This design comes from an exercise in tuning for small area on the open sky130 flow, not from production work. The RTL was checked by simulation tests, not by an equivalence proof against the original design.

==> flow/design.v (outline; a module is shown in full before it is edited, if it fits) <==
// module gb_fa: 4 lines
// module gb_ha: 4 lines
// module gb_maj: 3 lines
// module gb_xor: 3 lines
// module gb_nor: 3 lines
// module gb_and: 3 lines
// module gb_inv: 3 lines
// module gaussian_blur: 1582 lines
module gaussian_blur #(
   parameter PIXEL_DEPTH = 8,
   parameter KERNEL_SIZE = 7,
   parameter PPC = 1
) (
   input bit clk,
   input bit rst_n,
   input logic [KERNEL_SIZE*(KERNEL_SIZE+PPC-1)*PIXEL_DEPTH-1:0] in_data,
   output logic [PIXEL_DEPTH-1:0] out_pixel
);
  // ...
==> flow/flow/run.sh <==
#!/bin/bash
set -euo pipefail
export BUFFER_PORTS_ARGS="-buffer_cell sky130_fd_sc_hd__buf_1"
bash standard.sh > standard_flow.log 2>&1
==> flow/standard.sh <==
#!/bin/bash
# synth_recipe.tcl (not shown) runs the flow's synth.tcl, then flattens the netlist and writes it again
# the make line also repeats each setting of config.mk as NAME=value (left out here)
make -C /OpenROAD-flow-scripts/flow DESIGN_CONFIG=/design/flow/config.mk WORK_HOME=/design/flow/orfs CLKGATE_MAP_FILE= SYNTH_SCRIPT=/design/flow/synth_recipe.tcl "${@:-finish}"
==> flow/config.mk <==
export PLATFORM = sky130hd
export DESIGN_NAME = gaussian_blur
export DESIGN_NICKNAME = gaussian_blur
export VERILOG_FILES = /design/flow/design.v
export SDC_FILE = /design/flow/constraint.sdc
export NUM_CORES = 4
export LEC_CHECK = 0
export CAP_MARGIN = 20
export CORE_MARGIN = 2
export CORE_UTILIZATION = 40
export CTS_BUF_LIST = sky130_fd_sc_hd__clkbuf_2
export SLEW_MARGIN = 20
export SYNTH_HIERARCHICAL = 1
export SYNTH_MINIMUM_KEEP_SIZE = 0
==> flow/constraint.sdc <==
create_clock -name core_clock -period 16.0 [get_ports {clk}]
set_input_delay 3.2000 -clock core_clock [delete_from_list [all_inputs] [get_ports {clk}]]
set_output_delay 3.2000 -clock core_clock [all_outputs]
set_load 0.01 [all_outputs]
==> summary.md, run 1 <==
| Metric | Value |
|---|---|
| Antenna Cells | `0` |
| GPL Wtd Cong | `0.828` |
| Status | `finished clean` |
| Footprint of the multi-input gates | `0.00967 mm²` |
| Clock Sinks | `8` |
| Final number of hold-violating endpoints | `0` |
| Yosys top cell by area | `fa_1` |
| Setup Fix Bufs, Post-CTS | `0` |
| Die area | `0.0262 mm²` |
| Num sequential | `8` |
| Adder-cell share of the synthesized area | `95.2%` |
| Drt total wl | `22,900 µm` |
| Logic inverters | `38` |
| Synth Register Bits | `8` |
| Main combinational cell family by area after synthesis | `adder cells` |
| Largest cell class | `multi-input gates` |
| Clock Pin Slew Worst Setup and Hold Paths | `80 ps` |
| Clock buffers | `3` |
| Ys async rst share | `0%` |
| TritonCTS buffer count | `3` |
| Non-clock buffers | `404` |
| Final min period | `15,550 ps` |
| RSZ-0062 raised after global routing | `false` |
==> inputs of run 2 (changes only) <==
--- a/flow/design.v
+++ b/flow/design.v
@@ -798,32 +798,31 @@
 wire w766;
 wire w767;
 wire w768;
 wire w769;
 wire w770;
 wire w771;
 wire w772;
 wire w773;
-wire w774;
 wire w775;
 wire w776;
 wire w777;
 wire w778;
 wire w779;
 wire w780;
 wire w781;
 wire w782;
 wire w783;
 wire w784;
 wire w785;
 wire w786;
-wire w787;
 wire w788;
 wire w789;
+wire w790;
 wire w791;
 wire w792;
 wire w793;
 wire w794;
 wire w795;
 wire w796;
 wire w797;
 wire w798;
@@ -838,16 +837,17 @@
 wire w808;
 wire w809;
 wire w810;
 wire w811;
 wire w812;
 wire w813;
 wire w814;
 wire w815;
+wire w816;
 wire w817;
 wire w818;
 wire w819;
 wire w820;
 wire w821;
 wire w822;
 wire w823;
 wire w824;
@@ -863,28 +863,28 @@
 wire w834;
 wire w835;
 wire w836;
 wire w837;
 wire w838;
 wire w839;
 wire w840;
 wire w841;
-wire w842;
 wire w843;
 wire w844;
 wire w845;
 wire w846;
 wire w847;
 wire w848;
 wire w849;
 wire w850;
 wire w851;
 wire w852;
 wire w853;
+wire w854;
 wire w855;
 wire w856;
 wire w857;
 wire w858;
 wire w859;
 wire w860;
 wire w861;
 wire w862;
@@ -907,58 +907,58 @@
 wire w879;
 wire w880;
 wire w881;
 wire w882;
 wire w883;
 wire w884;
 wire w885;
 wire w886;
-wire w887;
 wire w888;
 wire w889;
 wire w890;
 wire w891;
 wire w892;
 wire w893;
 wire w894;
 wire w895;
 wire w896;
+wire w897;
 wire w898;
 wire w899;
 wire w900;
 wire w901;
 wire w902;
 wire w903;
 wire w904;
 wire w905;
-wire w906;
 wire w907;
 wire w908;
 wire w909;
 wire w910;
 wire w911;
 wire w912;
 wire w913;
 wire w914;
+wire w915;
 wire w916;
 wire w917;
 wire w918;
 wire w919;
 wire w920;
 wire w921;
 wire w922;
-wire w923;
 wire w924;
 wire w925;
 wire w926;
 wire w927;
 wire w928;
 wire w929;
 wire w930;
+wire w931;
 wire w932;
 wire w933;
 wire w934;
 wire w935;
 wire w936;
 wire w937;
 wire w938;
 wire w939;
@@ -1032,28 +1032,18 @@
 wire w1007;
 wire w1008;
 wire w1009;
 wire w1010;
 wire w1011;
 wire w1012;
 wire w1013;
 wire w1014;
+wire w1015x;
 wire w1015;
-wire w1016;
-wire w1017;
-wire w1018;
-wire w1019;
-wire w1020;
-wire w1021;
-wire w1022;
-wire w1023;
-wire w1024;
-wire w1025x;
-wire w1025;
 wire [7:0] res;
 gb_fa u_w1 (.a(in_data[8]), .b(in_data[40]), .c(in_data[56]), .s(w1), .co(w2));
 gb_fa u_w3 (.a(in_data[104]), .b(in_data[280]), .c(in_data[328]), .s(w3), .co(w4));
 gb_fa u_w5 (.a(in_data[344]), .b(in_data[376]), .c(w1), .s(w5), .co(w6));
 gb_ha u_w7 (.a(w3), .b(w5), .s(w7), .co(w8));
 gb_fa u_w9 (.a(in_data[9]), .b(in_data[41]), .c(in_data[57]), .s(w9), .co(w10));
 gb_fa u_w11 (.a(in_data[105]), .b(in_data[281]), .c(in_data[329]), .s(w11), .co(w12));
 gb_fa u_w13 (.a(in_data[345]), .b(in_data[377]), .c(w2), .s(w13), .co(w14));
@@ -1436,170 +1426,160 @@
 gb_fa u_w751 (.a(w749), .b(w744), .c(w746), .s(w751), .co(w752));
 gb_inv u_w753 (.a(w747), .y(w753));
 gb_fa u_w754 (.a(w753), .b(w745), .c(w751), .s(w754), .co(w755));
 gb_xor u_w756 (.a(w750), .b(w752), .y(w756));
 gb_nor u_w757 (.a(w750), .b(w752), .y(w757));
 gb_inv u_w758 (.a(w755), .y(w758));
 gb_fa u_w759 (.a(w748), .b(w756), .c(w758), .s(w759), .co(w760));
 gb_xor u_w761 (.a(w757), .b(w760), .y(w761));
-gb_inv u_w763 (.a(w465), .y(w763));
-gb_inv u_w764 (.a(w479), .y(w764));
-gb_inv u_w765 (.a(w497), .y(w765));
-gb_inv u_w766 (.a(w521), .y(w766));
-gb_inv u_w767 (.a(w551), .y(w767));
-gb_inv u_w768 (.a(w583), .y(w768));
-gb_inv u_w769 (.a(w617), .y(w769));
-gb_inv u_w770 (.a(w651), .y(w770));
-gb_inv u_w771 (.a(w677), .y(w771));
-gb_inv u_w772 (.a(w699), .y(w772));
-gb_inv u_w773 (.a(w720), .y(w773));
-gb_inv u_w774 (.a(w735), .y(w774));
-gb_inv u_w775 (.a(w745), .y(w775));
-gb_inv u_w776 (.a(w754), .y(w776));
-gb_inv u_w777 (.a(w759), .y(w777));
-gb_inv u_w778 (.a(w761), .y(w778));
-gb_fa u_w779 (.a(in_data[0]), .b(in_data[48]), .c(in_data[336]), .s(w779), .co(w780));
-gb_inv u_w781 (.a(w763), .y(w781));
-gb_fa u_w782 (.a(in_data[384]), .b(w779), .c(w781), .s(w782), .co(w783));
-gb_fa u_w784 (.a(in_data[1]), .b(in_data[49]), .c(in_data[337]), .s(w784), .co(w785));
-gb_fa u_w786 (.a(in_data[385]), .b(w780), .c(w784), .s(w786), .co(w787));
-gb_fa u_w788 (.a(w786), .b(w7), .c(w783), .s(w788), .co(w789));
-gb_maj u_w791 (.a(w782), .b(w764), .c(w788), .y(w791));
-gb_fa u_w792 (.a(in_data[2]), .b(in_data[50]), .c(in_data[338]), .s(w792), .co(w793));
-gb_fa u_w794 (.a(in_data[386]), .b(w785), .c(w792), .s(w794), .co(w795));
-gb_fa u_w796 (.a(w115), .b(w163), .c(w787), .s(w796), .co(w797));
-gb_fa u_w798 (.a(w794), .b(w7), .c(w796), .s(w798), .co(w799));
-gb_fa u_w800 (.a(w19), .b(w798), .c(w789), .s(w800), .co(w801));
-gb_maj u_w803 (.a(w765), .b(w791), .c(w800), .y(w803));
-gb_fa u_w804 (.a(in_data[3]), .b(in_data[51]), .c(in_data[339]), .s(w804), .co(w805));
-gb_fa u_w806 (.a(in_data[387]), .b(w793), .c(w804), .s(w806), .co(w807));
-gb_fa u_w808 (.a(w795), .b(w806), .c(w121), .s(w808), .co(w809));
-gb_fa u_w810 (.a(w169), .b(w797), .c(w808), .s(w810), .co(w811));
-gb_fa u_w812 (.a(w19), .b(w799), .c(w33), .s(w812), .co(w813));
-gb_fa u_w814 (.a(w810), .b(w812), .c(w801), .s(w814), .co(w815));
-gb_maj u_w817 (.a(w766), .b(w803), .c(w814), .y(w817));
-gb_fa u_w818 (.a(in_data[4]), .b(in_data[52]), .c(in_data[340]), .s(w818), .co(w819));
-gb_fa u_w820 (.a(in_data[388]), .b(w805), .c(w818), .s(w820), .co(w821));
-gb_fa u_w822 (.a(w163), .b(w807), .c(w820), .s(w822), .co(w823));
-gb_fa u_w824 (.a(w822), .b(w809), .c(w127), .s(w824), .co(w825));
-gb_fa u_w826 (.a(w177), .b(w33), .c(w811), .s(w826), .co(w827));
-gb_fa u_w828 (.a(w824), .b(w47), .c(w813), .s(w828), .co(w829));
-gb_fa u_w830 (.a(w826), .b(w828), .c(w815), .s(w830), .co(w831));
-gb_fa u_w832 (.a(w817), .b(w830), .c(w767), .s(w832), .co(w833));
-gb_inv u_w834 (.a(w465), .y(w834));
-gb_and u_w835 (.a(w834), .b(w832), .y(w835));
-gb_fa u_w836 (.a(in_data[5]), .b(in_data[53]), .c(in_data[341]), .s(w836), .co(w837));
-gb_fa u_w838 (.a(in_data[389]), .b(w819), .c(w836), .s(w838), .co(w839));
-gb_fa u_w840 (.a(w115), .b(w821), .c(w838), .s(w840), .co(w841));
-gb_fa u_w842 (.a(w169), .b(w823), .c(w840), .s(w842), .co(w843));
-gb_fa u_w844 (.a(w842), .b(w133), .c(w185), .s(w844), .co(w845));
-gb_fa u_w846 (.a(w825), .b(w479), .c(w47), .s(w846), .co(w847));
-gb_fa u_w848 (.a(w827), .b(w844), .c(w829), .s(w848), .co(w849));
-gb_fa u_w850 (.a(w61), .b(w846), .c(w848), .s(w850), .co(w851));
-gb_fa u_w852 (.a(w831), .b(w850), .c(w833), .s(w852), .co(w853));
-gb_maj u_w855 (.a(w768), .b(w835), .c(w852), .y(w855));
-gb_fa u_w856 (.a(in_data[6]), .b(in_data[54]), .c(in_data[342]), .s(w856), .co(w857));
-gb_fa u_w858 (.a(in_data[390]), .b(w837), .c(w856), .s(w858), .co(w859));
-gb_fa u_w860 (.a(w839), .b(w858), .c(w121), .s(w860), .co(w861));
-gb_fa u_w862 (.a(w841), .b(w177), .c(w860), .s(w862), .co(w863));
-gb_fa u_w864 (.a(w843), .b(w862), .c(w195), .s(w864), .co(w865));
-gb_fa u_w866 (.a(w139), .b(w845), .c(w864), .s(w866), .co(w867));
-gb_fa u_w868 (.a(w497), .b(w847), .c(w61), .s(w868), .co(w869));
-gb_fa u_w870 (.a(w866), .b(w849), .c(w75), .s(w870), .co(w871));
-gb_fa u_w872 (.a(w868), .b(w851), .c(w870), .s(w872), .co(w873));
-gb_fa u_w874 (.a(w872), .b(w769), .c(w853), .s(w874), .co(w875));
-gb_and u_w876 (.a(w855), .b(w874), .y(w876));
-gb_fa u_w877 (.a(in_data[7]), .b(in_data[55]), .c(in_data[343]), .s(w877), .co(w878));
-gb_fa u_w879 (.a(in_data[391]), .b(w857), .c(w877), .s(w879), .co(w880));
-gb_fa u_w881 (.a(w859), .b(w879), .c(w861), .s(w881), .co(w882));
-gb_fa u_w883 (.a(w127), .b(w185), .c(w881), .s(w883), .co(w884));
-gb_fa u_w885 (.a(w863), .b(w883), .c(w865), .s(w885), .co(w886));
-gb_fa u_w887 (.a(w205), .b(w145), .c(w867), .s(w887), .co(w888));
-gb_fa u_w889 (.a(w885), .b(w521), .c(w75), .s(w889), .co(w890));
-gb_fa u_w891 (.a(w869), .b(w887), .c(w89), .s(w891), .co(w892));
-gb_fa u_w893 (.a(w871), .b(w889), .c(w891), .s(w893), .co(w894));
-gb_fa u_w895 (.a(w873), .b(w893), .c(w875), .s(w895), .co(w896));
-gb_maj u_w898 (.a(w770), .b(w876), .c(w895), .y(w898));
-gb_fa u_w899 (.a(w878), .b(w880), .c(w882), .s(w899), .co(w900));
-gb_fa u_w901 (.a(w133), .b(w195), .c(w884), .s(w901), .co(w902));
-gb_fa u_w903 (.a(w899), .b(w901), .c(w886), .s(w903), .co(w904));
-gb_fa u_w905 (.a(w215), .b(w151), .c(w888), .s(w905), .co(w906));
-gb_fa u_w907 (.a(w903), .b(w89), .c(w890), .s(w907), .co(w908));
-gb_fa u_w909 (.a(w551), .b(w905), .c(w103), .s(w909), .co(w910));
-gb_fa u_w911 (.a(w892), .b(w907), .c(w894), .s(w911), .co(w912));
-gb_fa u_w913 (.a(w909), .b(w911), .c(w896), .s(w913), .co(w914));
-gb_maj u_w916 (.a(w771), .b(w898), .c(w913), .y(w916));
-gb_fa u_w917 (.a(w900), .b(w139), .c(w205), .s(w917), .co(w918));
-gb_fa u_w919 (.a(w902), .b(w917), .c(w904), .s(w919), .co(w920));
-gb_fa u_w921 (.a(w225), .b(w157), .c(w906), .s(w921), .co(w922));
-gb_fa u_w923 (.a(w919), .b(w103), .c(w908), .s(w923), .co(w924));
-gb_fa u_w925 (.a(w583), .b(w921), .c(w109), .s(w925), .co(w926));
-gb_fa u_w927 (.a(w910), .b(w923), .c(w925), .s(w927), .co(w928));
-gb_fa u_w929 (.a(w912), .b(w927), .c(w914), .s(w929), .co(w930));
-gb_maj u_w932 (.a(w772), .b(w916), .c(w929), .y(w932));
-gb_fa u_w933 (.a(w145), .b(w215), .c(w918), .s(w933), .co(w934));
-gb_fa u_w935 (.a(w933), .b(w920), .c(w231), .s(w935), .co(w936));
-gb_fa u_w937 (.a(w159), .b(w922), .c(w935), .s(w937), .co(w938));
-gb_fa u_w939 (.a(w617), .b(w109), .c(w924), .s(w939), .co(w940));
-gb_fa u_w941 (.a(w937), .b(w111), .c(w926), .s(w941), .co(w942));
-gb_fa u_w943 (.a(w939), .b(w928), .c(w941), .s(w943), .co(w944));
-gb_fa u_w945 (.a(w943), .b(w930), .c(w773), .s(w945), .co(w946));
-gb_and u_w947 (.a(w932), .b(w945), .y(w947));
-gb_fa u_w948 (.a(w151), .b(w225), .c(w934), .s(w948), .co(w949));
-gb_fa u_w950 (.a(w948), .b(w160), .c(w235), .s(w950), .co(w951));
-gb_fa u_w952 (.a(w936), .b(w950), .c(w938), .s(w952), .co(w953));
-gb_fa u_w954 (.a(w112), .b(w111), .c(w940), .s(w954), .co(w955));
-gb_fa u_w956 (.a(w651), .b(w952), .c(w942), .s(w956), .co(w957));
-gb_fa u_w958 (.a(w954), .b(w944), .c(w956), .s(w958), .co(w959));
-gb_fa u_w960 (.a(w958), .b(w946), .c(w947), .s(w960), .co(w961));
-gb_inv u_w962 (.a(w774), .y(w962));
-gb_and u_w963 (.a(w962), .b(w960), .y(w963));
-gb_fa u_w964 (.a(w157), .b(w231), .c(w949), .s(w964), .co(w965));
-gb_fa u_w966 (.a(w964), .b(w237), .c(w951), .s(w966), .co(w967));
-gb_fa u_w968 (.a(w112), .b(w966), .c(w953), .s(w968), .co(w969));
-gb_fa u_w970 (.a(w955), .b(w677), .c(w968), .s(w970), .co(w971));
-gb_fa u_w972 (.a(w957), .b(w970), .c(w959), .s(w972), .co(w973));
-gb_fa u_w974 (.a(w972), .b(w961), .c(w963), .s(w974), .co(w975));
-gb_inv u_w976 (.a(w775), .y(w976));
-gb_ha u_w977 (.a(w976), .b(w974), .s(w977), .co(w978));
-gb_fa u_w979 (.a(w159), .b(w235), .c(w965), .s(w979), .co(w980));
-gb_fa u_w981 (.a(w979), .b(w239), .c(w967), .s(w981), .co(w982));
-gb_fa u_w983 (.a(w981), .b(w969), .c(w699), .s(w983), .co(w984));
-gb_fa u_w985 (.a(w971), .b(w983), .c(w973), .s(w985), .co(w986));
-gb_fa u_w987 (.a(w985), .b(w975), .c(w776), .s(w987), .co(w988));
-gb_ha u_w989 (.a(w978), .b(w987), .s(w989), .co(w990));
-gb_fa u_w991 (.a(w160), .b(w237), .c(w980), .s(w991), .co(w992));
-gb_fa u_w993 (.a(w240), .b(w991), .c(w982), .s(w993), .co(w994));
-gb_fa u_w995 (.a(w993), .b(w720), .c(w984), .s(w995), .co(w996));
-gb_fa u_w997 (.a(w995), .b(w986), .c(w988), .s(w997), .co(w998));
-gb_inv u_w999 (.a(w777), .y(w999));
-gb_fa u_w1000 (.a(w999), .b(w990), .c(w997), .s(w1000), .co(w1001));
-gb_fa u_w1002 (.a(w239), .b(w992), .c(w994), .s(w1002), .co(w1003));
-gb_fa u_w1004 (.a(w1002), .b(w996), .c(w998), .s(w1004), .co(w1005));
-gb_inv u_w1006 (.a(w735), .y(w1006));
-gb_fa u_w1007 (.a(w1006), .b(w1001), .c(w1004), .s(w1007), .co(w1008));
-gb_inv u_w1009 (.a(w778), .y(w1009));
-gb_ha u_w1010 (.a(w1009), .b(w1007), .s(w1010), .co(w1011));
-gb_xor u_w1012 (.a(w240), .b(w1003), .y(w1012));
-gb_nor u_w1013 (.a(w240), .b(w1003), .y(w1013));
-gb_fa u_w1014 (.a(w1005), .b(w1008), .c(w1011), .s(w1014), .co(w1015));
-gb_inv u_w1016 (.a(w1014), .y(w1016));
-gb_fa u_w1017 (.a(w1012), .b(w745), .c(w1016), .s(w1017), .co(w1018));
-gb_xor u_w1019 (.a(w754), .b(w1015), .y(w1019));
-gb_nor u_w1020 (.a(w754), .b(w1015), .y(w1020));
-gb_fa u_w1021 (.a(w1013), .b(w1019), .c(w1018), .s(w1021), .co(w1022));
-gb_fa u_w1023 (.a(w759), .b(w1020), .c(w1022), .s(w1023), .co(w1024));
-gb_xor u_w1025x (.a(w761), .b(w1024), .y(w1025x));
-gb_xor u_w1025 (.a(w1025x), .b(w1023), .y(w1025));
-assign res[0] = w977;
-assign res[1] = w989;
-assign res[2] = w1000;
-assign res[3] = w1010;
-assign res[4] = ~w1017;
-assign res[5] = ~w1021;
-assign res[6] = w1023;
-assign res[7] = w1025;
+gb_fa u_w763 (.a(in_data[0]), .b(in_data[48]), .c(in_data[336]), .s(w763), .co(w764));
+gb_fa u_w765 (.a(in_data[384]), .b(w763), .c(w465), .s(w765), .co(w766));
+gb_fa u_w767 (.a(in_data[1]), .b(in_data[49]), .c(in_data[337]), .s(w767), .co(w768));
+gb_fa u_w769 (.a(in_data[385]), .b(w764), .c(w767), .s(w769), .co(w770));
+gb_fa u_w771 (.a(w769), .b(w7), .c(w766), .s(w771), .co(w772));
+gb_inv u_w773 (.a(w479), .y(w773));
+gb_maj u_w775 (.a(w765), .b(w771), .c(w773), .y(w775));
+gb_fa u_w776 (.a(in_data[2]), .b(in_data[50]), .c(in_data[338]), .s(w776), .co(w777));
+gb_fa u_w778 (.a(in_data[386]), .b(w768), .c(w776), .s(w778), .co(w779));
+gb_fa u_w780 (.a(w115), .b(w163), .c(w770), .s(w780), .co(w781));
+gb_fa u_w782 (.a(w778), .b(w7), .c(w780), .s(w782), .co(w783));
+gb_fa u_w784 (.a(w19), .b(w782), .c(w772), .s(w784), .co(w785));
+gb_inv u_w786 (.a(w497), .y(w786));
+gb_maj u_w788 (.a(w784), .b(w775), .c(w786), .y(w788));
+gb_fa u_w789 (.a(in_data[3]), .b(in_data[51]), .c(in_data[339]), .s(w789), .co(w790));
+gb_fa u_w791 (.a(in_data[387]), .b(w777), .c(w789), .s(w791), .co(w792));
+gb_fa u_w793 (.a(w779), .b(w791), .c(w121), .s(w793), .co(w794));
+gb_fa u_w795 (.a(w169), .b(w781), .c(w793), .s(w795), .co(w796));
+gb_fa u_w797 (.a(w19), .b(w783), .c(w33), .s(w797), .co(w798));
+gb_fa u_w799 (.a(w795), .b(w797), .c(w785), .s(w799), .co(w800));
+gb_inv u_w801 (.a(w521), .y(w801));
+gb_maj u_w803 (.a(w799), .b(w788), .c(w801), .y(w803));
+gb_fa u_w804 (.a(in_data[4]), .b(in_data[52]), .c(in_data[340]), .s(w804), .co(w805));
+gb_fa u_w806 (.a(in_data[388]), .b(w790), .c(w804), .s(w806), .co(w807));
+gb_fa u_w808 (.a(w163), .b(w792), .c(w806), .s(w808), .co(w809));
+gb_fa u_w810 (.a(w808), .b(w794), .c(w127), .s(w810), .co(w811));
+gb_fa u_w812 (.a(w177), .b(w33), .c(w796), .s(w812), .co(w813));
+gb_fa u_w814 (.a(w810), .b(w47), .c(w798), .s(w814), .co(w815));
+gb_fa u_w816 (.a(w812), .b(w814), .c(w800), .s(w816), .co(w817));
+gb_inv u_w818 (.a(w465), .y(w818));
+gb_fa u_w819 (.a(w818), .b(w816), .c(w803), .s(w819), .co(w820));
+gb_inv u_w821 (.a(w551), .y(w821));
+gb_and u_w822 (.a(w821), .b(w819), .y(w822));
+gb_fa u_w823 (.a(in_data[5]), .b(in_data[53]), .c(in_data[341]), .s(w823), .co(w824));
+gb_fa u_w825 (.a(in_data[389]), .b(w805), .c(w823), .s(w825), .co(w826));
+gb_fa u_w827 (.a(w115), .b(w807), .c(w825), .s(w827), .co(w828));
+gb_fa u_w829 (.a(w169), .b(w809), .c(w827), .s(w829), .co(w830));
+gb_fa u_w831 (.a(w829), .b(w133), .c(w185), .s(w831), .co(w832));
+gb_fa u_w833 (.a(w811), .b(w479), .c(w47), .s(w833), .co(w834));
+gb_fa u_w835 (.a(w813), .b(w831), .c(w815), .s(w835), .co(w836));
+gb_fa u_w837 (.a(w61), .b(w833), .c(w835), .s(w837), .co(w838));
+gb_fa u_w839 (.a(w817), .b(w837), .c(w820), .s(w839), .co(w840));
+gb_inv u_w841 (.a(w583), .y(w841));
+gb_maj u_w843 (.a(w822), .b(w841), .c(w839), .y(w843));
+gb_fa u_w844 (.a(in_data[6]), .b(in_data[54]), .c(in_data[342]), .s(w844), .co(w845));
+gb_fa u_w846 (.a(in_data[390]), .b(w824), .c(w844), .s(w846), .co(w847));
+gb_fa u_w848 (.a(w826), .b(w846), .c(w121), .s(w848), .co(w849));
+gb_fa u_w850 (.a(w828), .b(w177), .c(w848), .s(w850), .co(w851));
+gb_fa u_w852 (.a(w830), .b(w850), .c(w195), .s(w852), .co(w853));
+gb_fa u_w854 (.a(w139), .b(w832), .c(w852), .s(w854), .co(w855));
+gb_fa u_w856 (.a(w497), .b(w834), .c(w61), .s(w856), .co(w857));
+gb_fa u_w858 (.a(w854), .b(w836), .c(w75), .s(w858), .co(w859));
+gb_fa u_w860 (.a(w856), .b(w838), .c(w858), .s(w860), .co(w861));
+gb_fa u_w862 (.a(w860), .b(w840), .c(w843), .s(w862), .co(w863));
+gb_inv u_w864 (.a(w617), .y(w864));
+gb_and u_w865 (.a(w864), .b(w862), .y(w865));
+gb_fa u_w866 (.a(in_data[7]), .b(in_data[55]), .c(in_data[343]), .s(w866), .co(w867));
+gb_fa u_w868 (.a(in_data[391]), .b(w845), .c(w866), .s(w868), .co(w869));
+gb_fa u_w870 (.a(w847), .b(w868), .c(w849), .s(w870), .co(w871));
+gb_fa u_w872 (.a(w127), .b(w185), .c(w870), .s(w872), .co(w873));
+gb_fa u_w874 (.a(w851), .b(w872), .c(w853), .s(w874), .co(w875));
+gb_fa u_w876 (.a(w205), .b(w145), .c(w855), .s(w876), .co(w877));
+gb_fa u_w878 (.a(w874), .b(w521), .c(w75), .s(w878), .co(w879));
+gb_fa u_w880 (.a(w857), .b(w876), .c(w89), .s(w880), .co(w881));
+gb_fa u_w882 (.a(w859), .b(w878), .c(w880), .s(w882), .co(w883));
+gb_fa u_w884 (.a(w861), .b(w882), .c(w863), .s(w884), .co(w885));
+gb_inv u_w886 (.a(w651), .y(w886));
+gb_maj u_w888 (.a(w886), .b(w865), .c(w884), .y(w888));
+gb_fa u_w889 (.a(w867), .b(w869), .c(w871), .s(w889), .co(w890));
+gb_fa u_w891 (.a(w133), .b(w195), .c(w873), .s(w891), .co(w892));
+gb_fa u_w893 (.a(w889), .b(w891), .c(w875), .s(w893), .co(w894));
+gb_fa u_w895 (.a(w215), .b(w151), .c(w877), .s(w895), .co(w896));
+gb_fa u_w897 (.a(w893), .b(w89), .c(w879), .s(w897), .co(w898));
+gb_fa u_w899 (.a(w551), .b(w895), .c(w103), .s(w899), .co(w900));
+gb_fa u_w901 (.a(w881), .b(w897), .c(w883), .s(w901), .co(w902));
+gb_fa u_w903 (.a(w899), .b(w901), .c(w885), .s(w903), .co(w904));
+gb_inv u_w905 (.a(w677), .y(w905));
+gb_maj u_w907 (.a(w905), .b(w888), .c(w903), .y(w907));
+gb_fa u_w908 (.a(w890), .b(w139), .c(w205), .s(w908), .co(w909));
+gb_fa u_w910 (.a(w892), .b(w908), .c(w894), .s(w910), .co(w911));
+gb_fa u_w912 (.a(w225), .b(w157), .c(w896), .s(w912), .co(w913));
+gb_fa u_w914 (.a(w910), .b(w103), .c(w898), .s(w914), .co(w915));
+gb_fa u_w916 (.a(w583), .b(w912), .c(w109), .s(w916), .co(w917));
+gb_fa u_w918 (.a(w900), .b(w914), .c(w916), .s(w918), .co(w919));
+gb_fa u_w920 (.a(w902), .b(w918), .c(w904), .s(w920), .co(w921));
+gb_inv u_w922 (.a(w699), .y(w922));
+gb_maj u_w924 (.a(w922), .b(w907), .c(w920), .y(w924));
+gb_fa u_w925 (.a(w145), .b(w215), .c(w909), .s(w925), .co(w926));
+gb_fa u_w927 (.a(w925), .b(w911), .c(w231), .s(w927), .co(w928));
+gb_fa u_w929 (.a(w159), .b(w913), .c(w927), .s(w929), .co(w930));
+gb_fa u_w931 (.a(w617), .b(w109), .c(w915), .s(w931), .co(w932));
+gb_fa u_w933 (.a(w929), .b(w111), .c(w917), .s(w933), .co(w934));
+gb_fa u_w935 (.a(w931), .b(w919), .c(w933), .s(w935), .co(w936));
+gb_fa u_w937 (.a(w935), .b(w921), .c(w924), .s(w937), .co(w938));
+gb_inv u_w939 (.a(w720), .y(w939));
+gb_and u_w940 (.a(w939), .b(w937), .y(w940));
+gb_fa u_w941 (.a(w151), .b(w225), .c(w926), .s(w941), .co(w942));
+gb_fa u_w943 (.a(w941), .b(w160), .c(w235), .s(w943), .co(w944));
+gb_fa u_w945 (.a(w928), .b(w943), .c(w930), .s(w945), .co(w946));
+gb_fa u_w947 (.a(w112), .b(w111), .c(w932), .s(w947), .co(w948));
+gb_fa u_w949 (.a(w651), .b(w945), .c(w934), .s(w949), .co(w950));
+gb_fa u_w951 (.a(w947), .b(w936), .c(w949), .s(w951), .co(w952));
+gb_fa u_w953 (.a(w951), .b(w735), .c(w938), .s(w953), .co(w954));
+gb_and u_w955 (.a(w940), .b(w953), .y(w955));
+gb_fa u_w956 (.a(w157), .b(w231), .c(w942), .s(w956), .co(w957));
+gb_fa u_w958 (.a(w956), .b(w237), .c(w944), .s(w958), .co(w959));
+gb_fa u_w960 (.a(w112), .b(w958), .c(w946), .s(w960), .co(w961));
+gb_fa u_w962 (.a(w948), .b(w677), .c(w960), .s(w962), .co(w963));
+gb_fa u_w964 (.a(w950), .b(w962), .c(w952), .s(w964), .co(w965));
+gb_fa u_w966 (.a(w964), .b(w745), .c(w954), .s(w966), .co(w967));
+gb_ha u_w968 (.a(w955), .b(w966), .s(w968), .co(w969));
+gb_fa u_w970 (.a(w159), .b(w235), .c(w957), .s(w970), .co(w971));
+gb_fa u_w972 (.a(w970), .b(w239), .c(w959), .s(w972), .co(w973));
+gb_fa u_w974 (.a(w972), .b(w961), .c(w699), .s(w974), .co(w975));
+gb_fa u_w976 (.a(w963), .b(w974), .c(w965), .s(w976), .co(w977));
+gb_fa u_w978 (.a(w976), .b(w967), .c(w969), .s(w978), .co(w979));
+gb_inv u_w980 (.a(w754), .y(w980));
+gb_ha u_w981 (.a(w980), .b(w978), .s(w981), .co(w982));
+gb_fa u_w983 (.a(w160), .b(w237), .c(w971), .s(w983), .co(w984));
+gb_fa u_w985 (.a(w240), .b(w983), .c(w973), .s(w985), .co(w986));
+gb_fa u_w987 (.a(w985), .b(w720), .c(w975), .s(w987), .co(w988));
+gb_fa u_w989 (.a(w987), .b(w977), .c(w759), .s(w989), .co(w990));
+gb_fa u_w991 (.a(w979), .b(w989), .c(w982), .s(w991), .co(w992));
+gb_fa u_w993 (.a(w239), .b(w984), .c(w986), .s(w993), .co(w994));
+gb_fa u_w995 (.a(w993), .b(w988), .c(w761), .s(w995), .co(w996));
+gb_fa u_w997 (.a(w990), .b(w995), .c(w992), .s(w997), .co(w998));
+gb_inv u_w999 (.a(w735), .y(w999));
+gb_ha u_w1000 (.a(w999), .b(w997), .s(w1000), .co(w1001));
+gb_xor u_w1002 (.a(w240), .b(w994), .y(w1002));
+gb_nor u_w1003 (.a(w240), .b(w994), .y(w1003));
+gb_fa u_w1004 (.a(w996), .b(w998), .c(w1001), .s(w1004), .co(w1005));
+gb_inv u_w1006 (.a(w1004), .y(w1006));
+gb_fa u_w1007 (.a(w1002), .b(w745), .c(w1006), .s(w1007), .co(w1008));
+gb_xor u_w1009 (.a(w754), .b(w1005), .y(w1009));
+gb_nor u_w1010 (.a(w754), .b(w1005), .y(w1010));
+gb_fa u_w1011 (.a(w1003), .b(w1009), .c(w1008), .s(w1011), .co(w1012));
+gb_fa u_w1013 (.a(w759), .b(w1010), .c(w1012), .s(w1013), .co(w1014));
+gb_xor u_w1015x (.a(w761), .b(w1014), .y(w1015x));
+gb_xor u_w1015 (.a(w1015x), .b(w1013), .y(w1015));
+assign res[0] = w968;
+assign res[1] = w981;
+assign res[2] = w991;
+assign res[3] = w1000;
+assign res[4] = ~w1007;
+assign res[5] = ~w1011;
+assign res[6] = w1013;
+assign res[7] = w1015;
 always_ff @(posedge clk) begin
    if (~rst_n) out_pixel <= 8'd0;
    else out_pixel <= res;
 end
 endmodule
==> run 2 against run 1 <==
Effect of this change:
- synthesized cell count decreased by 1.8%
- global-route usage decreased by 0.64 points
- utilization decreased by 0.13 points
- cell count decreased by 0.93%
- die area decreased by 0.37%
- worst hold slack improved by 24 ps
- fmax about the same
- worst setup slack got worse by 13 ps
- non-clock buffer count decreased by 2
- critical endpoint unchanged
- first-iteration DRC count decreased by 7.5%
- area after synthesis decreased by 0.38%
==> summary.md, run 2 <==
| Metric | Value |
|---|---|
| Largest net degree at the start of global routing | `9 (unchanged)` |
| RSZ-0062 raised after global routing | `false (unchanged)` |
| Biggest regs | `out_pixel: 8 flops (unchanged)` |
| Setup Fix Bufs, Post-CTS | `0 (unchanged)` |
| Final number of hold-violating endpoints | `0 (unchanged)` |
| Number of flops mapped to enable cells by yosys | `0 (unchanged)` |
| Post-route DRC | `0 (unchanged)` |
| Antenna Violating Nets Remaining | `0 (unchanged)` |
| Max-slew violations | `0 (unchanged)` |
| Initial DRC count | `123 (was 133)` |
| CTS tree | `built (unchanged)` |
| Post-Syn Nets | `1,418 (was 1,428)` |
| Clock Pin Slew Worst Setup and Hold Paths | `80 ps (about the same)` |
| Crit path launch type | `input pin (unchanged)` |
| Synth Register Bits | `8 (unchanged)` |
| Avg Inst Size Synth | `18.2 µm² (was 17.9 µm²)` |
| CP delay by family, top | `adder cells (unchanged)` |
| Dominant synthesized flop cell | `dfxtp_1 (unchanged)` |
| Most common cell after layout, fill and taps aside | `fa_1 (unchanged)` |
| Antenna Cells | `0 (unchanged)` |
| Crit path kind | `in -> reg (unchanged)` |
| Area contributors post-synth | `fa_1 92%, ha_1 2.8%, dfxtp_1 1.6% (unchanged)` |
| Final period util | `97.3% (was 97.2%)` |
| Worst relative slew slack | `77.9% (was 83.6%)` |
| Yosys top cell by area | `fa_1 (unchanged)` |
| Drt total wl | `22,500 µm (was 22,900 µm)` |
| Worst setup EP type | `register (unchanged)` |
| Grt met3 use | `1.59% (was 1.79%)` |
| Hold Crit Class | `in -> reg (unchanged)` |
| Fmax | `64.3 MHz (about the same)` |
| Register area share after synthesis | `1.61% (about the same)` |
| H-tree Lvls | `1 (unchanged)` |
| Synth Cell Area | `0.00992 mm² (was 0.00996 mm²)` |
| CP max stage delay | `560 ps (was 580 ps)` |
| Status | `finished clean (unchanged)` |
| Core area | `0.0243 mm² (was 0.0244 mm²)` |
| Slew @ Worst Pin | `331 ps (was 245 ps)` |
| Cts hold-fix bufs | `0 (unchanged)` |
| Post-DR vias/cell | `4.51 (was 4.47)` |
| Total of max-cap violations | `0 (unchanged)` |
| I/O Pins | `402 (unchanged)` |
| Antenna violations before repair | `2 (was 1)` |
| Drt wl/cell | `17.7 µm (was 17.8 µm)` |
| Crit path top cell by count | `fa_1 (unchanged)` |
| Vias in the first global route | `7,320 (was 7,505)` |
| I/O Buffers | `401 (unchanged)` |
| Ys async rst share | `0% (unchanged)` |
| GRT Total Usage | `18.6% (was 19.3%)` |
| Clock Sinks | `8 (unchanged)` |
| Fraction of post-synthesis cell area in the top cell type by area | `92.0% (was 91.6%)` |
| Final setup vio count | `0 (unchanged)` |
| Post_cts resized | `0 (unchanged)` |
| Max Root-Sink Buffers | `2 (unchanged)` |
| Via count | `5,744 (was 5,758)` |
| Crit path DAT | `15,690 ps (was 15,680 ps)` |
| 1st-pass router iterations | `4 (unchanged)` |
| Met2 capacity usage during global routing | `33.5% (was 34.7%)` |
| FP Rows | `57 (unchanged)` |
| GPL Wtd Cong | `0.845 (was 0.828)` |
| Max reg flops | `8 (unchanged)` |
| Area delta synth->final | `19.5% (was 19.7%)` |
| Final min period | `15,560 ps (was 15,550 ps)` |
| Cells after Synth | `546 (was 556)` |
| Slowest CP cell | `fa_1 (unchanged)` |
| Net count, final | `1,825 (was 1,837)` |
| Cell with the most instances after synthesis | `fa_1 (unchanged)` |
| Grt total ovfl | `0 (unchanged)` |
| Worst path bufs/invs | `3 (unchanged)` |
| TritonCTS buffer count | `3 (unchanged)` |
| Die area | `0.0261 mm² (was 0.0262 mm²)` |
| Reg with most FFs | `out_pixel (unchanged)` |
| First-pass GRT wire length | `37,400 µm (was 38,800 µm)` |
| Met1 usage | `26.4% (was 26.9%)` |
| Max Fanout on Critical Path | `2 (unchanged)` |
| Die width | `162 µm (about the same)` |
| Share of layout cells above drive strength 1 | `2.00% (was 2.80%)` |
| Yosys cell types | `10 (unchanged)` |
| Final HPWL DP | `23,500 µm (was 23,700 µm)` |
| Final setup TNS | `0 ps (unchanged)` |
| Starting density of the core | `40.8% (about the same)` |
| Crit path required time | `16,130 ps (about the same)` |
| Yosys warns | `7 (unchanged)` |
| Commonest cells post-synth | `456 x fa_1, 28 x inv_1, 22 x ha_1 (was 456 x fa_1, 38 x inv_1, 22 x ha_1)` |
| CTS root buffer | `clkbuf_2 (unchanged)` |
| Most frequent cells in the layout | `456 x fa_1, 401 x buf_1, 28 x inv_1, 22 x ha_1 (was 450 x fa_1, 401 x buf_1, 38 x inv_1, 22 x ha_1)` |
| Grt peak-use layer | `met2 (unchanged)` |
| Vert. Die Dim | `162 µm (about the same)` |
-- run 2: stage by stage --
stage                     utilization (%)  cell area [µm²]  std cells  setup slack (ps)  hold WS, ps
after CTS                            48.8            11900       1275               349         3350
after floorplan                         -             9920        546               597         3340
after global placement               48.7            11800       1272               214         3590
after global routing                 48.8            11900       1275              41.4         3360
final                                48.8            11900       1275               439         3370
after detailed placement             48.7            11800       1272              71.2         3600
-- run 2: final timing paths --
check | from | to | cells after the start
max | in_data[73] | out_pixel[7]$_SDFF_PN0_ | 34
min | rst_n | out_pixel[7]$_SDFF_PN0_ | 2
-- run 2: final cells by class --
class,count,area (µm²)
fill,2207,12500
multi-input combinational,510,9660
timing repair buffer,402,1510
tap,324,405
sequential,8,160
inverter,28,105
clock buffer,3,15.0
-- run 2: routing by layer --
layer | up-vias | wire length [µm]
met3 | 10 | 1020
met1 | 3099 | 8910
met2 | 178 | 12500
met5 | - | 27
met4 | 4 | 92
li1 | 2453 | -
-- run 2: logic make-up (layout without fill, tap and decap cells) --
family | count (synthesis) | after routing | synth area share (%)
XOR/XNOR | 8 | 8 | 0.706
AND/OR/NAND/NOR | 17 | 17 | 1.07
flip-flops | 8 | 8 | 1.61
adder cells (fa/ha/maj) | 485 | 485 | 95.5
buffers and inverters | 28 | 433 | 1.06
-- run 2: Yosys stat by module, one instance, submodules excluded --
module / cell area, µm² / flip-flops and latches
gb_ha: 12.5 / 0
gaussian_blur: 223 / 8
gb_fa: 20.0 / 0
gb_and: 6.26 / 0
gb_inv: 3.75 / 0
gb_maj: 11.3 / 0
gb_xor: 8.76 / 0
gb_nor: 3.75 / 0
==> inputs of run 3 (changes only) <==
--- a/flow/config.mk
+++ b/flow/config.mk
@@ -7,7 +7,7 @@
 export LEC_CHECK = 0
 export CAP_MARGIN = 20
 export CORE_MARGIN = 2
-export CORE_UTILIZATION = 40
+export CORE_UTILIZATION = 65
 export CTS_BUF_LIST = sky130_fd_sc_hd__clkbuf_2
 export SLEW_MARGIN = 20
 export SYNTH_HIERARCHICAL = 1
==> run 3 against run 2 <==
Effect of this change:
- still clean on timing, DRC and antenna
- sequential share of layout area hardly changed
- first-iteration DRC count increased by 4.9%
- count of clock-buffer cells in the layout is the same
- synthesized cell count did not move
- worst hold slack got worse by 10 ps
- flip-flop and latch count unchanged
- utilization up 29 points
- non-clock buffer count is 3 higher
- worst setup slack got worse by 120 ps
- critical path depth is the same
- area after synthesis unchanged
- critical path type unchanged
==> summary.md, run 3 <==
| Metric | Value |
|---|---|
| Status | `finished clean (unchanged)` |
| Antenna Cells | `0 (unchanged)` |
| Max Root-Sink Buffers | `2 (unchanged)` |
| Final setup vio count | `0 (unchanged)` |
| Crit path kind | `in -> reg (unchanged)` |
| Dominant synthesized flop cell | `dfxtp_1 (unchanged)` |
| Final HPWL DP | `22,400 µm (was 23,500 µm)` |
| CTS root buffer | `clkbuf_2 (unchanged)` |
| Final non-filler cell total | `1,142 (was 1,275)` |
| Final min period | `15,680 ps (was 15,560 ps)` |
| Worst relative slew slack | `79.4% (was 77.9%)` |
| Post-DR vias/cell | `5.22 (was 4.51)` |
| Crit path launch | `in_data[73] (unchanged)` |
| Ys async rst share | `0% (unchanged)` |
| Max reg flops | `8 (unchanged)` |
| Clock Pin Slew Worst Setup and Hold Paths | `70 ps (was 80 ps)` |
| Post-route DRC | `0 (unchanged)` |
| TritonCTS buffer count | `3 (unchanged)` |
| Total of max-cap violations | `0 (unchanged)` |
| Avg Inst Size Synth | `18.2 µm² (unchanged)` |
| Crit path launch type | `input pin (unchanged)` |
| Register area share after synthesis | `1.61% (unchanged)` |
| Number of flops mapped to enable cells by yosys | `0 (unchanged)` |
| GRT Total Usage | `30.1% (was 18.6%)` |
| Grt met3 use | `3.06% (was 1.59%)` |
| Cells after Synth | `546 (unchanged)` |
| Most frequent cells in the layout | `447 x fa_1, 401 x buf_1, 28 x inv_1, 22 x ha_1, 9 x fa_2 (was 456 x fa_1, 401 x buf_1, 28 x inv_1, 22 x ha_1)` |
| Drt wl/cell | `19.0 µm (was 17.7 µm)` |
| GPL Wtd Cong | `0.902 (was 0.845)` |
| I/O Pins | `402 (unchanged)` |
| RSZ-0062 raised after global routing | `false (unchanged)` |
| Synth Register Bits | `8 (unchanged)` |
| Antenna violations before repair | `0 (was 2)` |
| Via count | `5,956 (was 5,744)` |
| H-tree Lvls | `1 (unchanged)` |
| Initial DRC count | `129 (was 123)` |
| Net count, final | `1,828 (was 1,825)` |
| I/O Buffers | `401 (unchanged)` |
| Slew @ Worst Pin | `309 ps (was 331 ps)` |
| Most common cell after layout, fill and taps aside | `fa_1 (unchanged)` |
| CTS tree | `built (unchanged)` |
| Yosys top cell by area | `fa_1 (unchanged)` |
| Antenna Violating Nets Remaining | `0 (unchanged)` |
| Clock Sinks | `8 (unchanged)` |
| Reg with most FFs | `out_pixel (unchanged)` |
| Post-layout util | `78.0% (was 48.8%)` |
| Met2 capacity usage during global routing | `52.8% (was 33.5%)` |
| WHS | `3350 ps (was 3370 ps)` |
| Fraction of post-synthesis cell area in the top cell type by area | `92.0% (unchanged)` |
| Drt total wl | `21,700 µm (was 22,500 µm)` |
| Hold Crit Class | `in -> reg (unchanged)` |
| Final period util | `98.0% (was 97.3%)` |
| Post-Syn Nets | `1,418 (unchanged)` |
| Synth Cell Area | `0.00992 mm² (unchanged)` |
| Commonest cells post-synth | `456 x fa_1, 28 x inv_1, 22 x ha_1 (unchanged)` |
| Max-slew violations | `0 (unchanged)` |
| Crit path required time | `16,120 ps (was 16,130 ps)` |
| Final Instance Area | `0.0117 mm² (was 0.0119 mm²)` |
| Grt peak-use layer | `met2 (unchanged)` |
| 1st-pass router iterations | `4 (unchanged)` |
| Max Fanout on Critical Path | `3 (was 2)` |
| Hold path startpoint | `rst_n (unchanged)` |
| Die width | `128 µm (was 162 µm)` |
| Met1 usage | `43.1% (was 26.4%)` |
| Vias in the first global route | `7,738 (was 7,320)` |
| Final number of hold-violating endpoints | `0 (unchanged)` |
| FP Rows | `45 (was 57)` |
| Slowest CP cell | `fa_2 (was fa_1)` |
| Grt total ovfl | `0 (unchanged)` |
| Die area | `0.0163 mm² (was 0.0261 mm²)` |
| Worst setup EP type | `register (unchanged)` |
| Crit path top cell by count | `fa_1 (unchanged)` |
| Share of layout cells above drive strength 1 | `3.25% (was 2.00%)` |
| Yosys warns | `7 (unchanged)` |
| CP max stage delay | `570 ps (was 560 ps)` |
| Area delta synth->final | `18.2% (was 19.5%)` |
| Cell with the most instances after synthesis | `fa_1 (unchanged)` |
| Crit path DAT | `15,800 ps (was 15,690 ps)` |
| Biggest regs | `out_pixel: 8 flops (unchanged)` |
| Dpl cell area | `0.0117 mm² (was 0.0118 mm²)` |
| Largest net degree at the start of global routing | `9 (unchanged)` |
| Fmax | `63.8 MHz (was 64.3 MHz)` |
| Yosys cell types | `10 (unchanged)` |
| First-pass GRT wire length | `37,000 µm (was 37,400 µm)` |
| Starting density of the core | `66.0% (was 40.8%)` |
| Placed Cells | `1,135 (was 1,272)` |
| Area contributors post-synth | `fa_1 92%, ha_1 2.8%, dfxtp_1 1.6% (unchanged)` |
| Vert. Die Dim | `128 µm (was 162 µm)` |
| Core area | `0.0150 mm² (was 0.0243 mm²)` |
-- run 3: layer usage --
metal | wire (µm) | vias up | part of all wire [%]
met5 | 0 | - | 0
met4 | 417 | 0 | 1.9
met3 | 1300 | 34 | 6.0
met2 | 12000 | 255 | 55
met1 | 7930 | 3208 | 37
li1 | - | 2459 | -
-- run 3: kinds of logic after synthesis --
| family | share of synthesized area, % |
|---|---|
| adder cells (fa/ha/maj) | 95.5 |
| buffers and inverters | 1.06 |
| flip-flops | 1.61 |
| AND/OR/NAND/NOR | 1.07 |
| XOR/XNOR | 0.706 |
-- run 3: per-module statistics from Yosys (local to each module, per instance) --
module / flops+latches / copies in the design
gaussian_blur: 8 / 1
gb_and: 0 / 4
gb_fa: 0 / 456
gb_ha: 0 / 22
gb_inv: 0 / 28
gb_maj: 0 / 7
gb_nor: 0 / 5
gb_xor: 0 / 8
-- run 3: path summary, 6_finish.rpt --
kind / end / slack, ps / depth (start not counted)
hold / removal: out_pixel[7]$_SDFF_PN0_ / 3350 / 2
setup / recovery: out_pixel[7]$_SDFF_PN0_ / 320 / 34
-- run 3: timing repair --
item / CTS / global route
hold buffers: 0 / 0
setup endpoints to repair: 0 / 2
buffers inserted: 0 / 4
resized for setup: 0 / 9
-- run 3: area by class of cell --
type / instances / area (µm²)
timing repair buffer: 405 / 1540
multi-input combinational: 510 / 9680
fill: 952 / 3300
inverter: 28 / 105
clock buffer: 3 / 15.0
tap: 188 / 235
sequential: 8 / 160
-- run 3: worst max-delay path, delay by kind of cell --
family                   cells  cell delay [ps]
adder cells (fa/ha/maj)     28            11840
buffers and inverters        3              220
XOR/XNOR                     2              330
AND/OR/NAND/NOR              1              180
-- run 3: stage by stage --
| stage | setup slack (ps) | TNS (ps) |
|---|---|---|
| after floorplan | 597 | 0 |
| after global placement | 243 | 0 |
| after detailed placement | -133 | -133 |
| after CTS | 109 | 0 |
| after global routing | 32.7 | 0 |
| final | 324 | 0 |
==> inputs of run 4 (changes only) <==
==> flow/flow/run.sh (replaced) <==
#!/bin/bash
# The standard layout, with two changes: the port buffers use the smallest buffer cell,
# and after placement resizing every logic cell goes back to drive strength 1.
set -euo pipefail
export BUFFER_PORTS_ARGS="-buffer_cell sky130_fd_sc_hd__buf_1"
export POST_RESIZE_TCL="$(pwd)/flow/downsize.tcl"
bash standard.sh > standard_flow.log 2>&1
==> flow/flow/downsize.tcl (new file) <==
# After placement resizing: put every logic cell back to its smallest drive strength.
# Later timing repair (after CTS and global routing) sizes up whatever needs it.
set db [ord::get_db]
set n 0
foreach inst [[ord::get_db_block] getInsts] {
  set m [[$inst getMaster] getName]
  if { [regexp {^(sky130_fd_sc_hd__[a-z0-9]+)_([0-9]+)$} $m -> base drv] && $drv > 1
       && ![string match "*clk*" $base] && ![string match "*tap*" $base]
       && ![string match "*dly*" $base] } {
    if { [$db findMaster ${base}_1] ne "NULL" } {
      replace_cell [$inst getName] ${base}_1
      incr n
    }
  }
}
puts "downsize: $n cells set to drive strength 1"
--- a/flow/config.mk
+++ b/flow/config.mk
@@ -7,8 +7,9 @@
 export LEC_CHECK = 0
 export CAP_MARGIN = 20
 export CORE_MARGIN = 2
-export CORE_UTILIZATION = 65
+export CORE_UTILIZATION = 40
 export CTS_BUF_LIST = sky130_fd_sc_hd__clkbuf_2
+export CTS_CLUSTER_SIZE = 16
 export SLEW_MARGIN = 20
 export SYNTH_HIERARCHICAL = 1
 export SYNTH_MINIMUM_KEEP_SIZE = 0
==> run 4 against run 3 <==
Effect of this change:
- fmax rose by 0.98%
- highest routed layer is now met5
- area after synthesis did not move
- critical path type unchanged
- critical path depth did not move
- via count fell by 3.2%
- cell count rose by 12%
- worst setup slack improved by 150 ps
- count of clock-buffer cells in the layout did not move
- routed wire length rose by 4.2%
==> summary.md, run 4 <==
| Metric | Value |
|---|---|
| Post_cts resized | `0 (unchanged)` |
| CTS root buffer | `clkbuf_2 (unchanged)` |
| Drt wl/cell | `17.7 µm (was 19.0 µm)` |
| GRT Total Usage | `18.6% (was 30.1%)` |
| 1st-pass router iterations | `4 (unchanged)` |
| Adder-cell share of the synthesized area | `95.5% (unchanged)` |
| Max Root-Sink Buffers | `2 (unchanged)` |
| Number of flops mapped to enable cells by yosys | `0 (unchanged)` |
| Worst relative slew slack | `75.7% (was 79.4%)` |
| Reg area | `160 µm² (unchanged)` |
| Final min period | `15,520 ps (was 15,680 ps)` |
| Fill count | `2,208 (was 952)` |
| Grt total ovfl | `0 (unchanged)` |
| Yosys cell types | `10 (unchanged)` |
| TritonCTS buffer count | `3 (unchanged)` |
| Post-route DRC | `0 (unchanged)` |
| CP delay by family, top | `adder cells (unchanged)` |
| Final number of hold-violating endpoints | `0 (unchanged)` |
| Drt total wl | `22,600 µm (was 21,700 µm)` |
| Hold Crit Class | `in -> reg (unchanged)` |
| Most frequent cells in the layout | `456 x fa_1, 402 x buf_1, 28 x inv_1, 22 x ha_1, 10 x and2_1 (was 447 x fa_1, 401 x buf_1, 28 x inv_1, 22 x ha_1, 9 x fa_2)` |
| Avg Inst Size Synth | `18.2 µm² (unchanged)` |
| Most common cell after layout, fill and taps aside | `fa_1 (unchanged)` |
| Die area | `0.0261 mm² (was 0.0163 mm²)` |
| Main combinational cell family by area after synthesis | `adder cells (unchanged)` |
| RSZ-0062 raised after global routing | `false (unchanged)` |
| Fmax | `64.4 MHz (was 63.8 MHz)` |
| Worst setup EP type | `register (unchanged)` |
| Dominant synthesized flop cell | `dfxtp_1 (unchanged)` |
| Hold Path Depth | `2 (unchanged)` |
| Starting density of the core | `40.8% (was 66.0%)` |
| Compound-cell area share of the yosys netlist | `0% (unchanged)` |
| Placed Cells | `1,272 (was 1,135)` |
| Final non-filler cell total | `1,275 (was 1,142)` |
| Footprint of the multi-input gates | `0.00964 mm² (was 0.00968 mm²)` |
| CTS tree | `built (unchanged)` |
| CP max stage delay | `560 ps (was 570 ps)` |
| Worst path bufs/invs | `3 (unchanged)` |
| Max-slew violations | `0 (unchanged)` |
| Post-layout util | `48.7% (was 78.0%)` |
| Slowest CP cell | `fa_1 (was fa_2)` |
| Simple-Gate Fraction of Synth Area | `1.07% (unchanged)` |
| Ys async rst share | `0% (unchanged)` |
| Cell with the most instances after synthesis | `fa_1 (unchanged)` |
| Multiplexer share of the synthesized area | `0% (unchanged)` |
| Post-DR vias/cell | `4.52 (was 5.22)` |
| Crit path top cell by count | `fa_1 (unchanged)` |
| Cts hold-fix bufs | `0 (unchanged)` |
| Status | `finished clean (unchanged)` |
| Crit path DAT | `15,660 ps (was 15,800 ps)` |
| Slew @ Worst Pin | `363 ps (was 309 ps)` |
| Initial DRC count | `110 (was 129)` |
| Hold EP | `out_pixel[7]$_SDFF_PN0_ (unchanged)` |
| Final HPWL DP | `23,500 µm (was 22,400 µm)` |
| I/O Pins | `402 (unchanged)` |
| Setup Fix Bufs, Post-CTS | `0 (unchanged)` |
| Biggest regs | `out_pixel: 8 flops (unchanged)` |
| First-pass GRT wire length | `37,300 µm (was 37,000 µm)` |
| Net count, final | `1,825 (was 1,828)` |
| Reg with most FFs | `out_pixel (unchanged)` |
| Max reg flops | `8 (unchanged)` |
| Via count | `5,767 (was 5,956)` |
| Cells after Synth | `546 (unchanged)` |
| Share of layout cells above drive strength 1 | `0.315% (was 3.25%)` |
| Area delta synth->final | `19.3% (was 18.2%)` |
| Dpl ws | `115 ps (was -133 ps)` |
| Antenna Violating Nets Remaining | `0 (unchanged)` |
| Largest net degree at the start of global routing | `9 (unchanged)` |
| Synth Register Bits | `8 (unchanged)` |
| GPL Wtd Cong | `0.845 (was 0.902)` |
| Post-Synth XOR/XNOR Area | `0.706% (unchanged)` |
| H-tree Lvls | `1 (unchanged)` |
| Total of max-cap violations | `0 (unchanged)` |
| Crit path launch type | `input pin (unchanged)` |
| Antenna violations before repair | `2 (was 0)` |
| Final worst slack | `475 ps (was 324 ps)` |
| Post-Syn Nets | `1,418 (unchanged)` |
| Final setup vio count | `0 (unchanged)` |
| Synth Cell Area | `0.00992 mm² (unchanged)` |
| Fraction of post-synthesis cell area in the top cell type by area | `92.0% (unchanged)` |
| Max Fanout on Critical Path | `2 (was 3)` |
| Vert. Die Dim | `162 µm (was 128 µm)` |
| Clock Pin Slew Worst Setup and Hold Paths | `80 ps (was 70 ps)` |
| I/O Buffers | `401 (unchanged)` |
| Core area | `0.0243 mm² (was 0.0150 mm²)` |
| Clock Sinks | `8 (unchanged)` |
| Crit path kind | `in -> reg (unchanged)` |
| Area contributors post-synth | `fa_1 92%, ha_1 2.8%, dfxtp_1 1.6% (unchanged)` |
| Crit path required time | `16,130 ps (was 16,120 ps)` |
| Commonest cells post-synth | `456 x fa_1, 28 x inv_1, 22 x ha_1 (unchanged)` |
| Yosys top cell by area | `fa_1 (unchanged)` |
| Final period util | `97.0% (was 98.0%)` |
| Yosys warns | `7 (unchanged)` |
| Antenna Cells | `0 (unchanged)` |
| Die width | `162 µm (was 128 µm)` |
| Hold path startpoint | `rst_n (unchanged)` |
| Vias in the first global route | `7,288 (was 7,738)` |
| Register area share after synthesis | `1.61% (unchanged)` |
| FP Rows | `57 (was 45)` |
| Final setup TNS | `0 ps (unchanged)` |
==> run 4: per-module statistics from Yosys (local to each module, per instance), a selection <==
module | flops+latches | area (µm²) | cells
gb_and | 0 | 6.26 | 1
gaussian_blur | 8 | 223 | 16
gb_fa | 0 | 20.0 | 1
gb_ha | 0 | 12.5 | 1
gb_nor | 0 | 3.75 | 1
gb_maj | 0 | 11.3 | 1
gb_xor | 0 | 8.76 | 1
==> run 4: how the worst max path moves through the flow <==
stage / cells past startpoint / endpoint / from
final: 34 / out_pixel[7]$_SDFF_PN0_ / in_data[73]
after detailed placement: 35 / out_pixel[7]$_SDFF_PN0_ / in_data[129]
after floorplan: 33 / out_pixel[7]$_SDFF_PN0_ / in_data[73]
after global routing: 35 / out_pixel[7]$_SDFF_PN0_ / in_data[129]
after global placement: 35 / out_pixel[7]$_SDFF_PN0_ / in_data[129]
after CTS: 35 / out_pixel[7]$_SDFF_PN0_ / in_data[129]
==> run 4: final cells by class <==
class                           instances  share of cell area [%]
Multi-Input combinational cell        510                    81.5
Clock buffer                            3                   0.127
Tap cell                              324                    3.43
Timing Repair Buffer                  402                    12.7
Sequential cell                         8                    1.35
Inverter                               28                   0.888
==> run 4: kinds of logic (layout without fill, tap and decap cells) <==
family        after synthesis  in the layout
flops                       8              8
buf+inv                    28            433
simple gates               17             17
xor+xnor                    8              8
fa+ha+maj                 485            485
==> run 4: metal layers <==
layer	vias to the layer above	global-route usage, %	wire length, µm
met2	186	33.4	12500
met5	-	0	27
met3	12	1.59	1070
met4	4	0.974	97
met1	3115	26.4	8850
li1	2450	-	-
==> run 4: through the flow <==
step,cell area [µm²],hold WS (ps)
floorplan,9920,3340
global placement,11800,3590
detailed placement,11800,3590
CTS,11800,3320
global route,11800,3340
finish,11800,3330

port drivers added, routing unchanged:
Ports are ideal in the flow. The routed layouts listed here were re-timed in OpenROAD. Step 1, drivers: a clkbuf_16 drives clk and a buf_2 each remaining input, both assumed. Step 2, shift: input delay + t, output delay - t, t = (earliest + latest rising clock arrival at the registers) / 2. This alone moves slack from input paths to output paths. Three values: ideal, step 1, step 2; two values: the first two.
run | shift t [ns] | setup slack, ns | hold WS [ns] | worst setup path after step 2
run 1 | 0.246 | 0.452 / 0.447 / 0.201 | 3.341 / 3.346 / 3.592 | input to register
run 2 | 0.245 | 0.439 / 0.435 / 0.190 | 3.365 / 3.368 / 3.613 | input to register
run 3 | 0.240 | 0.324 / 0.319 / 0.079 | 3.355 / 3.356 / 3.596 | input to register
run 4 | 0.248 | 0.475 / 0.463 / 0.215 | 3.331 / 3.332 / 3.580 | input to register
After both steps setup and hold are still met in every run listed. For run 4, which loses most, drivers alone change the setup slack by -0.012 ns; drivers and shift together by -0.260 ns.
